Context: an optimization exercise on an open-source flow, tuned for small area. The choices shown serve that exercise and are no tape-out recipe.
The RTL was checked by simulation tests, not by an equivalence proof against the original design.

$ cat flow/design.v
module dff #(
  parameter gp_data_width = 8                   
) 
(
  input  wire                     i_rst_an,     
  input  wire                     i_ena,        
  input  wire                     i_clk,        
  input  wire [gp_data_width-1:0] i_data,       
  output wire [gp_data_width-1:0] o_data        
);
  reg [gp_data_width-1:0] r_data;
  always @(posedge i_clk or negedge i_rst_an)
    begin: p_dff
      if (!i_rst_an)
        r_data <= 'd0;
      else if (i_ena)
        r_data <= i_data;  
    end
  assign o_data = r_data;
endmodule
module filt_fir #(
  parameter gp_inp_width         = 8,                               
  parameter gp_coeff_length      = 17,
  parameter gp_coeff_width       = 8,
  parameter gp_tf_df             = 1,                               
  parameter gp_symm              = 1,
  parameter gp_oup_width         = gp_inp_width+gp_coeff_width+$clog2(gp_coeff_length)
) (
  input  wire                           i_rst_an,
  input  wire                           i_ena,
  input  wire                           i_clk,
  input  wire signed [gp_inp_width-1:0] i_data,
  output wire signed [gp_oup_width-1:0] o_data
);
  localparam c_mul_oup_width = gp_inp_width   + gp_coeff_width;
  localparam c_add_oup_width = c_mul_oup_width + $clog2(gp_coeff_length);
  localparam c_filler_length = c_add_oup_width - c_mul_oup_width;
  localparam c_coeff_2       = (gp_symm) ? (gp_coeff_length%2==0) ? (gp_coeff_length/2) : (gp_coeff_length/2+1) : gp_coeff_length;
  wire signed [gp_coeff_length*c_mul_oup_width-1:0]     w_mul;
  wire signed [gp_coeff_length*c_add_oup_width-1:0]     w_add; 
  wire signed [gp_coeff_width-1:0]                      c_coeff [0:c_coeff_2-1];
  genvar i;
  assign c_coeff[0] =  8'sd5;
  assign c_coeff[1] = -8'sd7;
  assign c_coeff[2] = -8'sd15;
  assign c_coeff[3] = -8'sd18;
  assign c_coeff[4] = -8'sd4;
  assign c_coeff[5] =  8'sd28;
  assign c_coeff[6] =  8'sd73;
  assign c_coeff[7] =  8'sd112;
  assign c_coeff[8] =  8'sd127;
  generate
    if (gp_tf_df)
      begin:g_fir_tf
        wire signed [(gp_coeff_length-1)*c_add_oup_width-1:0] r_dly_tf;
        for (i=0; i<gp_coeff_length; i=i+1)
	  begin: g_fir
	    if (gp_symm)
	      begin: g_fir_symm
	        if (i<c_coeff_2)
	          begin: g_fir_0_n_2
                    assign w_mul[(i+1)*c_mul_oup_width-1 -: c_mul_oup_width] = $signed(i_data) * c_coeff[i];
	          end
                else
	          begin: g_fir_n_2_n
                    assign w_mul[(i+1)*c_mul_oup_width-1 -: c_mul_oup_width] = $signed(i_data) * c_coeff[gp_coeff_length-1-i];
                  end
	      end
	    else
	      begin: g_fir_unsymm
	        assign w_mul[(i+1)*c_mul_oup_width-1 -: c_mul_oup_width] = $signed(i_data) * c_coeff[i];
	      end
	    if (i==gp_coeff_length-1)
	      begin: g_fir_add_last
                assign w_add[(i+1)*c_add_oup_width-1 -: c_add_oup_width] = $signed(w_mul[(i+1)*c_mul_oup_width-1 -: c_mul_oup_width]);  
	      end
            else
	      begin: g_fir_add
                assign w_add[(i+1)*c_add_oup_width-1 -: c_add_oup_width] = $signed(w_mul[(i+1)*c_mul_oup_width-1 -: c_mul_oup_width]) + $signed(r_dly_tf[(i+1)*c_add_oup_width-1 -: c_add_oup_width]);
              end
	    if (i>0)
              begin: g_fir_dly_tf
                dff #(
                  .gp_data_width (c_add_oup_width)
                ) FIR_TF_DFF (
                  .i_rst_an (i_rst_an),
	          .i_ena    (i_ena),
	          .i_clk    (i_clk),
                  .i_data   (w_add[(i+1)*c_add_oup_width-1 -: c_add_oup_width]),
                  .o_data   (r_dly_tf[i*c_add_oup_width-1 -: c_add_oup_width])
                );
              end
	  end 
      end 
    else
      begin: g_fir_df
        wire signed [gp_coeff_length*gp_inp_width-1:0]       r_dly_df;
	if (gp_symm)
	  begin: g_fir_symm
	    for (i=0; i<gp_coeff_length; i=i+1)
              begin: g_mul
		if (i<c_coeff_2)
	          begin: g_fir_0_n_2
                    assign w_mul[(i+1)*c_mul_oup_width-1 -: c_mul_oup_width] = $signed(r_dly_df[(i+1)*gp_inp_width-1 -: gp_inp_width]) * c_coeff[i];
	          end
                else
	          begin: g_fir_n_2_n
                    assign w_mul[(i+1)*c_mul_oup_width-1 -: c_mul_oup_width] = $signed(r_dly_df[(i+1)*gp_inp_width-1 -: gp_inp_width]) * c_coeff[gp_coeff_length-1-i];
                  end
              end 
	  end
	else
	  begin: g_fir_unsymm
	    for (i=0; i<gp_coeff_length; i=i+1)
	      begin: g_mul
	        assign w_mul[(i+1)*c_mul_oup_width-1 -: c_mul_oup_width] = $signed(r_dly_df[(i+1)*gp_inp_width-1 -: gp_inp_width]) * c_coeff[i];
              end 
	  end 
	for (i=0; i<gp_coeff_length; i=i+1)
	  begin: g_add    
	    if (i==0)
	      begin: g_fir_add_first
	        assign w_add[(i+1)*c_add_oup_width-1 -: c_add_oup_width] = $signed(w_mul[(i+1)*c_mul_oup_width-1 -: c_mul_oup_width]);
	      end
	    else
	      begin: g_fir_add
	        assign w_add[(i+1)*c_add_oup_width-1 -: c_add_oup_width] = $signed(w_mul[(i+1)*c_mul_oup_width-1 -: c_mul_oup_width]) + $signed(w_add[i*c_add_oup_width-1 -: c_add_oup_width]);
	      end
	  end 
	for (i=0; i<gp_coeff_length; i=i+1)
	  begin: g_dly 
	    if (i==0)
	      begin: g_fir_dly_first
	        assign  r_dly_df[(i+1)*gp_inp_width-1 -: gp_inp_width] = i_data;
	      end
	    else
              begin: g_fir_dly
                dff #(
                  .gp_data_width (gp_inp_width)
                ) FIR_TF_DFF (
                  .i_rst_an (i_rst_an),
	          .i_ena    (i_ena),
	          .i_clk    (i_clk),
                  .i_data   (r_dly_df[i*gp_inp_width-1 -: gp_inp_width]),
                  .o_data   (r_dly_df[(i+1)*gp_inp_width-1 -: gp_inp_width])
                );
              end	    
	  end 
      end
  endgenerate
generate
  if (gp_tf_df)
    assign o_data = w_add[c_add_oup_width-1:0];
  else
    assign o_data = w_add[gp_coeff_length*c_add_oup_width-1 -: gp_oup_width];
endgenerate
endmodule
$ cat flow/config.mk
export PLATFORM = sky130hd
export DESIGN_NAME = filt_fir
export DESIGN_NICKNAME = filt_fir
export VERILOG_FILES = /design/flow/design.v
export SDC_FILE = /design/flow/constraint.sdc
export NUM_CORES = 4
export LEC_CHECK = 0
export CAP_MARGIN = 20
export CORE_MARGIN = 2
export CORE_UTILIZATION = 40
export SLEW_MARGIN = 20
$ cat flow/constraint.sdc
create_clock -name core_clock -period 20.0 [get_ports {i_clk}]
set_input_delay 4.0000 -clock core_clock [delete_from_list [all_inputs] [get_ports {i_clk}]]
set_output_delay 4.0000 -clock core_clock [all_outputs]
set_load 0.01 [all_outputs]
$ cat flow/run.sh
#!/bin/bash
# synth_recipe.tcl (not shown) runs the flow's synth.tcl, then flattens the netlist and writes it again
# the make line also repeats each setting of config.mk as NAME=value (left out here)
make -C /OpenROAD-flow-scripts/flow DESIGN_CONFIG=/design/flow/config.mk WORK_HOME=/design/flow/orfs CLKGATE_MAP_FILE= SYNTH_SCRIPT=/design/flow/synth_recipe.tcl finish
==> flow_metrics.env <==
export IMPL_cts_clk_slew_worst_paths_ps=60
export IMPL_yosys_area_top_type="dfrtp_1"
export IMPL_synth_top_cell_area_share_pct=26.8
export IMPL_finalHoldViolations=0
export IMPL_rr_worst_depth=16
export IMPL_io_pins=32
export IMPL_ys_flop_type="dfrtp_1"
export IMPL_drc=0
export IMPL_path_class="input port to primary output"
export IMPL_die_w_um=277
export IMPL_gr_usage_met3_pct=1.92
export IMPL_cts_sinks=319
export IMPL_fp_dieH_um=277
export IMPL_wl_per_cell_um=18.2
export IMPL_dieArea_mm2=0.0768
export IMPL_ys_seq_elements=319
export IMPL_cts_resized=0
export IMPL_core_mm2=0.0742
export IMPL_grt_pass1_wl_um=121000
export IMPL_port_buffer_count=31
export IMPL_rows=100
export IMPL_grt_max_degree=146
export IMPL_finalCriticalPeriod_ps=13630
export IMPL_place_inst=4073
export IMPL_cts_hold_buf=0
export IMPL_diodes=0
export IMPL_syn_mean_instance_area_um2=9.56
export IMPL_relSlewSlack_pct=30.7
export IMPL_initial_utilization_pct=40.2
export IMPL_async_flop_share_pct=100
export IMPL_min_path_cells=2
export IMPL_drt_antenna_violating_nets=0
export IMPL_drv_slew=0
export IMPL_critPathMaxFanout=14
export IMPL_synthesis_area_mm2=0.0298
export IMPL_final_cells=4144
export IMPL_top_register="g_fir_tf.g_fir.g_fir_dly_tf.FIR_TF_DFF.r_data"
export IMPL_fin_skew_ps=21.7
export IMPL_grt_usage_pct=19.6
export IMPL_crit_path_end_kind="primary output"
export IMPL_post_cts_buffers=0
export IMPL_worstPathArrival_ps=9630
export IMPL_largest_register_ffs=319
export IMPL_grt_busiest_layer="met2"
export IMPL_met2_usage_pct=33.9
export IMPL_dp_final_hpwl_um=57800
export IMPL_clockRootBuffer="clkbuf_16"
export IMPL_cts_made_buffers=41
export IMPL_max_cap_violations=0
export IMPL_insertion_delay_ps=580
export IMPL_ys_warn_count=2
export IMPL_cp_start_kind="input port"
export IMPL_antenna_found_initial=0
export IMPL_nets=3676
export IMPL_biggestRegsByFlops="g_fir_tf.g_fir.g_fir_dly_tf.FIR_TF_DFF.r_data: 319 flops"
export IMPL_clock_fmax_mhz=73.3
export IMPL_cts_tree="built"
export IMPL_grt_pass1_vias=22500
export IMPL_rsz0062_at_grt="false"
export IMPL_routed_wl_um=75300
export IMPL_synth_fp_nets=3650
export IMPL_hp_class="register to register"
export IMPL_final_util_pct=44.0
export IMPL_grt_remaining_overflow=0
export IMPL_max_clock_path_buffers=3
export IMPL_worst_pin_slew_ps=1030
export IMPL_via_per_inst=5.45
export IMPL_fin_crit_sh_pct=68.2
export IMPL_synth_area_leaders="dfrtp_1 27%, ha_1 18%, mux2_2 7.8%, fa_1 6.2%, xnor2_1 6.0%"
export IMPL_synth_edf_count=0
export IMPL_yosysUniqueCellTypes=88
export IMPL_drive_above_1_share_pct=10.2
export IMPL_cp_required_ps=16000
export IMPL_first_iter_violations=1230
export IMPL_setup_viol=0
export IMPL_synthCells=3121
export IMPL_vias=22600
export IMPL_gp_congestion=0.914
export IMPL_outcome="complete, no violations"
export IMPL_area_delta_synth_final_pct=9.36
export IMPL_cts_htree_levels=2
export IMPL_grt_use_met1_pct=25.8
export IMPL_yosysSeqAreaShare_pct=26.8
export IMPL_first_pass_iters=5
export IMPL_setup_tns_ps=0
Yosys cell counts, types with 7 or more instances:
master	instances
a21oi_1	222
o21ai_1	62
o21a_1	28
o31ai_1	23
o211ai_1	35
a21boi_1	7
nor2b_1	30
a41oi_1	9
nor4_1	13
nand2b_1	25
nor3b_1	7
nand3b_1	8
a21o_1	121
a211o_1	10
o21bai_1	35
nor2_1	176
or3_1	23
nand4_1	24
nor3_1	65
and2_1	8
or2_2	9
nand2_1	135
xor2_1	70
a31oi_1	42
mux2_2	206
inv_1	255
xnor2_1	206
and3_1	26
a211oi_1	37
o21ai_0	96
dfrtp_1	319
and4_1	7
fa_1	93
ha_1	425
buf_1	7
nand3_1	60
o2bb2ai_1	10
clkbuf_1	60
layout by cell type (no fill, tap or decap), types with 60 or more instances in the layout:
master and n:
a21oi_1 222, nand2_1 135, dfrtp_1 319, inv_1 255
o21ai_0 96, nor2_1 176, o21ai_1 62, xnor2_1 206
mux2_2 206, nor3_1 65, a21o_1 121, xor2_1 70
fa_1 93, nand3_1 60, ha_1 425
logic make-up after synthesis:
kind of cell	share of synthesized area, %
compound gates	18.2
xor+xnor	8.25
simple gates	10.5
buf+inv	4.13
fa+ha+maj	24.1
mux	8.06
flops	26.8
worst max-delay path, cell delays in order:
cell and delay [ps]:
clkdlybuf4s50_1 450, buf_4 270, inv_1 270, ha_1 420, inv_1 60, ha_1 310, nor2b_1 140, o21ai_1 160
a21boi_1 110, o21ai_0 200, a21oi_1 140, xnor2_1 490, inv_1 330, ha_1 450, a21o_1 200, a21o_1 170
a21oi_1 130, o21ai_1 140, a211o_1 320, a21oi_1 180, xnor2_1 130, clkdlybuf4s50_1 540
worst paths after layout:
check | start | to | slack, ps
worst min register to register | register | register | 480
min in group asynchronous | i_rst_an | asynchronous set/reset pin | 3540
worst max-delay path | i_data[3] | o_data[19] | 6370
worst max register to register | register | register | 15350
max in group asynchronous | i_rst_an | asynchronous set/reset pin | 14960
worst min-delay path | register | register | 480
metrics by stage:
stage                     hold WS, ps  cell area, um^2  worst slack, ps
after floorplan                   448            29800             7830
after global placement            465            31300             6470
after detailed placement          470            31300             6370
after CTS                         485            32600             6350
after global routing              501            32600             5900
final                             481            32600             6370
cell type report:
cell class | instances | area, um^2
inverters | 257 | 967
clock buffers | 59 | 1170
clock inverters | 12 | 159
flip-flops and latches | 319 | 7980
repair buffers | 53 | 505
well taps | 969 | 1210
multi-input cells | 2475 | 20600
fillers | 7197 | 41600
layer usage:
metal,part of all wire [%],up-vias
met4,3.1,0
met2,48,361
met1,46,10800
met3,3.2,116
met5,0,-
li1,-,11300

[afterwards: timing with drivers on the ports]
In the flow no input, the clock included, has a driving cell. The finished layout below was timed again as built, in two steps.
Step 1 sets driving cells, clkbuf_16 on the clock port and buf_2 on the other inputs (assumed; they add their load-dependent delay and slew).
Step 2 times the ports against the registers' clock, not the clock port: input delays grow and output delays shrink by t, the midpoint of the rising clock arrivals with the driver on.
Three values: no drivers, after step 1, after step 2; two values: the first two.
t, ns: 0.628
setup WS [ns]: 6.367 / 6.322 / 6.322
worst register clock-pin slew, ns: 0.06 / 0.06
pins driven straight from the clock port: 1
After both steps this run still meets setup and hold. For this run, drivers alone change the setup slack by -0.045 ns; drivers and shift together by -0.045 ns.
